Context: an optimization exercise on an open-source flow, tuned for small area. The choices shown serve that exercise and are no tape-out recipe.
Only simulation tests tie the RTL to the original design; equivalence was not proved.

== the reference run ==
==> module FPGA_TOP, before the edit <==
module FPGA_TOP (
  input   wire          RESET,
  input   wire          SW1,
  input   wire          CLK,
  input   wire          BTNU,
  input   wire          BTNL,
  input   wire          BTNC,
  input   wire          BTNR,
  input   wire          BTND,
  output  wire  [11:0]  SEG,
  output  wire  [15:0]  LED
  ) ;
localparam [3:0] DZ = 4'b0010;    
reg M;                         
always @ (posedge CLK) M <= SW1;
wire CHG = SW1 ^ M;            
wire RS  = RESET | CHG;        
wire QC, QNC, QR, QNR;
btnflt bfc (.CLK(CLK), .RST(RESET), .FI(CHG), .BTN(BTNC), .BTNQ(QC), .BTNQN(QNC));
btnflt bfr (.CLK(CLK), .RST(RESET | SW1), .FI(1'b0), .BTN(BTNR), .BTNQ(QR), .BTNQN(QNR));
reg T;
always @ (posedge CLK) begin
    if (RS) T <= 0;
    else T <= T ^ (M ? QNC : QC);
end
localparam IDLE = 2'd0, RUN = 2'd3, PAUSE = 2'd1, DONE_ST = 2'd2;
reg [1:0] ST;
wire IDLEs = (ST == IDLE);
wire RUNs = (ST == RUN);
reg [9:0] P;
wire W100  = P[6] & P[5] & P[2];                         
wire W1000 = P[9] & P[8] & P[7] & P[6] & P[5] & P[3];    
wire SWT = M & T & W100;                                  
wire PEN = M & T | RUNs;
wire PCLR = RS | SWT | RUNs & W1000;
wire [10:0] PC;
assign PC[0] = PEN;
genvar i;
generate for (i = 0; i < 10; i = i + 1) begin : pinc
    assign PC[i+1] = PC[i] & P[i];
    always @ (posedge CLK) P[i] <= ~PCLR & (P[i] ^ PC[i]);
end endgenerate
reg [15:0] S;
reg [15:0] VI;                 
wire [15:0] V = ~VI;
wire [15:0] SU, VD;
wire [3:0] S9, VZ;
generate for (i = 0; i < 4; i = i + 1) begin : dg
    dig_up   u (.D(S[4*i+3:4*i]), .Q(SU[4*i+3:4*i]), .TOP(S9[i]));
    dig_down d (.D(V[4*i+3:4*i]), .Q(VD[4*i+3:4*i]), .ZERO(VZ[i]));
end endgenerate
wire SEN = QR | SWT;
wire [3:0] SE = {SEN & S9[0] & S9[1] & S9[2], SEN & S9[0] & S9[1], SEN & S9[0], SEN};
wire C0 = VZ[0] & W1000;
wire [3:0] VE = {C0 & VZ[1] & VZ[2], C0 & VZ[1], C0, RUNs & W1000};
wire DN = &VZ & ~IDLEs;
integer k;
reg [15:0] VN;                 
always @ (*) begin
    if (RS) VN[3:0] = DZ;
    else if (IDLEs) VN[3:0] = S[3:0];
    else if (VE[0]) VN[3:0] = VD[3:0];
    else VN[3:0] = V[3:0];
    for (k = 1; k < 4; k = k + 1) begin
        if (RS) VN[4*k +: 4] = DZ;
        else if (VE[k]) VN[4*k +: 4] = VD[4*k +: 4];
        else if (IDLEs) VN[4*k +: 4] = S[4*k +: 4];
        else VN[4*k +: 4] = V[4*k +: 4];
    end
end
always @ (posedge CLK) begin
    for (k = 0; k < 4; k = k + 1) begin
        if (RS) S[4*k +: 4] <= DZ;
        else if (SE[k]) S[4*k +: 4] <= SU[4*k +: 4];
    end
    VI <= ~VN;
end
always @ (posedge CLK) begin
    if (RESET | SW1 | M) ST <= IDLE;
    else case (ST)
        IDLE:  if (T) ST <= RUN;
        RUN:   if (DN) ST <= DONE_ST; else if (~T) ST <= PAUSE;
        PAUSE: if (T) ST <= RUN;
        default: if (~T) ST <= IDLE;
    endcase
end
reg [3:0] SC;
reg [1:0] A;                    
wire SCF  = ~SC[3] & ~(SC[1] ^ SC[0]) | SC[3] & ~SC[2] & SC[0];
wire SC10 = SC[3] & ~SC[2] & ~SC[0];
always @ (posedge CLK) begin
    SC[3:1] <= RS ? 3'd0 : SC[2:0];
    SC[0]   <= ~RESET & (CHG | SCF);
    if (RS) A <= 0;
    else if (SC10) A <= {A[0], ~A[1]};
end
reg [3:0] D;
always @(*) begin
    case (A)
        2'd0: D = V[3:0];
        2'd1: D = V[7:4];
        2'd3: D = V[11:8];
        default: D = V[15:12];
    endcase
    if (CHG) D = DZ;
end
wire [7:0] SEGD;
Decoder_7seg dec (.D(D), .SEG(SEGD));
assign SEG[7:0] = SEGD;
assign SEG[8]  = ~(CHG | A == 2'd0);
assign SEG[9]  = ~(~CHG & A == 2'd1);
assign SEG[10] = ~(~CHG & A == 2'd3);
assign SEG[11] = ~(~CHG & A == 2'd2);
assign LED = 16'd0;
endmodule
export LEC_CHECK = 0
export ABC_AREA = 1
export CAP_MARGIN = 20
export CORE_MARGIN = 2
export CORE_UTILIZATION = 75
export PLACE_DENSITY = 0.75
export SLEW_MARGIN = 20
create_clock -name core_clock -period 10.0 [get_ports {CLK}]
standard.sh (not shown) runs the stock make flow with config.mk's settings and CLKGATE_MAP_FILE= SYNTH_SCRIPT=/design/flow/synth_recipe.tcl, a recipe that flattens the netlist after the stock synthesis.
==> flow/flow/run.sh <==
#!/bin/bash
# The standard layout (the standard.sh, ORFS) with these changes:
#  - after synthesis the logic is re-mapped for area and every logic cell
#    gets its smallest drive strength (flow/resynth.tcl, run at the start of
#    the floorplan step; registers are kept as synthesis made them),
#  - port buffers are sky130_fd_sc_hd__buf_1 instead of ORFS's pick,
#  - the constant outputs share one tie cell each for 0 and 1,
#  - clock tree synthesis uses sky130_fd_sc_hd__clkbuf_4 and no dummy loads.
set -euo pipefail
bash standard.sh \
  "FOOTPRINT_TCL=$PWD/flow/resynth.tcl" \
  "BUFFER_PORTS_ARGS=-buffer_cell sky130_fd_sc_hd__buf_1" \
  "SKIP_REPAIR_TIE_FANOUT=1" \
  "CTS_ARGS=-sink_clustering_enable -repair_clock_nets -dont_use_dummy_load -buf_list sky130_fd_sc_hd__clkbuf_4" \
  finish > flow_make.log 2>&1
Other scripts of this flow, unchanged in this note and not shown: flow/flow/resynth.tcl
--- input diff the reference run..the trial run ---
--- a/flow/design.v
+++ b/flow/design.v
@@ -31,33 +31,35 @@
 always @ (posedge CLK) M <= SW1;
 wire CHG = SW1 ^ M;            
 wire RS  = RESET | CHG;        
 wire QC, QNC, QR, QNR;
 btnflt bfc (.CLK(CLK), .RST(RESET), .FI(CHG), .BTN(BTNC), .BTNQ(QC), .BTNQN(QNC));
 btnflt bfr (.CLK(CLK), .RST(RESET | SW1), .FI(1'b0), .BTN(BTNR), .BTNQ(QR), .BTNQN(QNR));
-reg T;
+reg TI;                        
+wire T = ~TI;
 always @ (posedge CLK) begin
-    if (RS) T <= 0;
-    else T <= T ^ (M ? QNC : QC);
+    if (RS) TI <= 1;
+    else TI <= ~(T ^ (M ? QNC : QC));
 end
 localparam IDLE = 2'd0, RUN = 2'd3, PAUSE = 2'd1, DONE_ST = 2'd2;
 reg [1:0] ST;
 wire IDLEs = (ST == IDLE);
 wire RUNs = (ST == RUN);
-reg [9:0] P;
+reg [9:0] PI;                  
+wire [9:0] P = ~PI;
 wire W100  = P[6] & P[5] & P[2];                         
 wire W1000 = P[9] & P[8] & P[7] & P[6] & P[5] & P[3];    
 wire SWT = M & T & W100;                                  
 wire PEN = M & T | RUNs;
 wire PCLR = RS | SWT | RUNs & W1000;
 wire [10:0] PC;
 assign PC[0] = PEN;
 genvar i;
 generate for (i = 0; i < 10; i = i + 1) begin : pinc
     assign PC[i+1] = PC[i] & P[i];
-    always @ (posedge CLK) P[i] <= ~PCLR & (P[i] ^ PC[i]);
+    always @ (posedge CLK) PI[i] <= PCLR | ~(P[i] ^ PC[i]);
 end endgenerate
 reg [15:0] S;
 reg [15:0] VI;                 
 wire [15:0] V = ~VI;
 wire [15:0] SU, VD;
 wire [3:0] S9, VZ;
- The trial run went all the way through the flow, and no timing, DRC or antenna check failed.
- The trial run: horizontal die dimension 0.63% below the reference run
- Setup slack of the worst register-to-register path: the trial run vs the reference run up 0.95 ns
- Compared with the reference run, in the trial run met2 routing resource usage after global routing went down by 1.2 points; synthesized-area fraction occupied by ao, oa, aoi and oai cells dropped 1.5 points; utilization went up 3.2 points; ratio of final minimum period to clock period -0.83 points.
- Worst endpoint data arrival time was higher in the run labelled the reference run.
- Relative to the reference run, share of cell area taken by multi-input logic gates has gone down in the trial run.

-- re-timing with driven ports --
No port has a modelled driver above. Below, the same layouts with a new extraction and two added sets of constraints.
Step 1 assumes that a clkbuf_16 drives the clock port and a buf_2 every other input.
Step 2 adds t to the input delays and takes it off the output delays; t is the mean of the earliest and latest rising clock arrival at the registers after step 1. Input paths then give back, and output paths get back, about the clock's delay inside the block.
a / b / c = ideal / step 1 / step 2; a / b = the first two.
| run | t (ns) | setup WS [ns] | hold WS [ns] | worst setup path after step 2 |
|---|---|---|---|---|
| the reference run | 0.415 | 4.214 / 4.189 / 4.189 | 0.429 / 0.429 / 0.429 | input to output |
| the trial run | 0.409 | 4.297 / 4.275 / 4.275 | 0.413 / 0.413 / 0.413 | input to output |
After both steps setup and hold are still met in every run listed. For the reference run, which loses most, drivers alone change the setup slack by -0.025 ns; drivers and shift together by -0.025 ns.
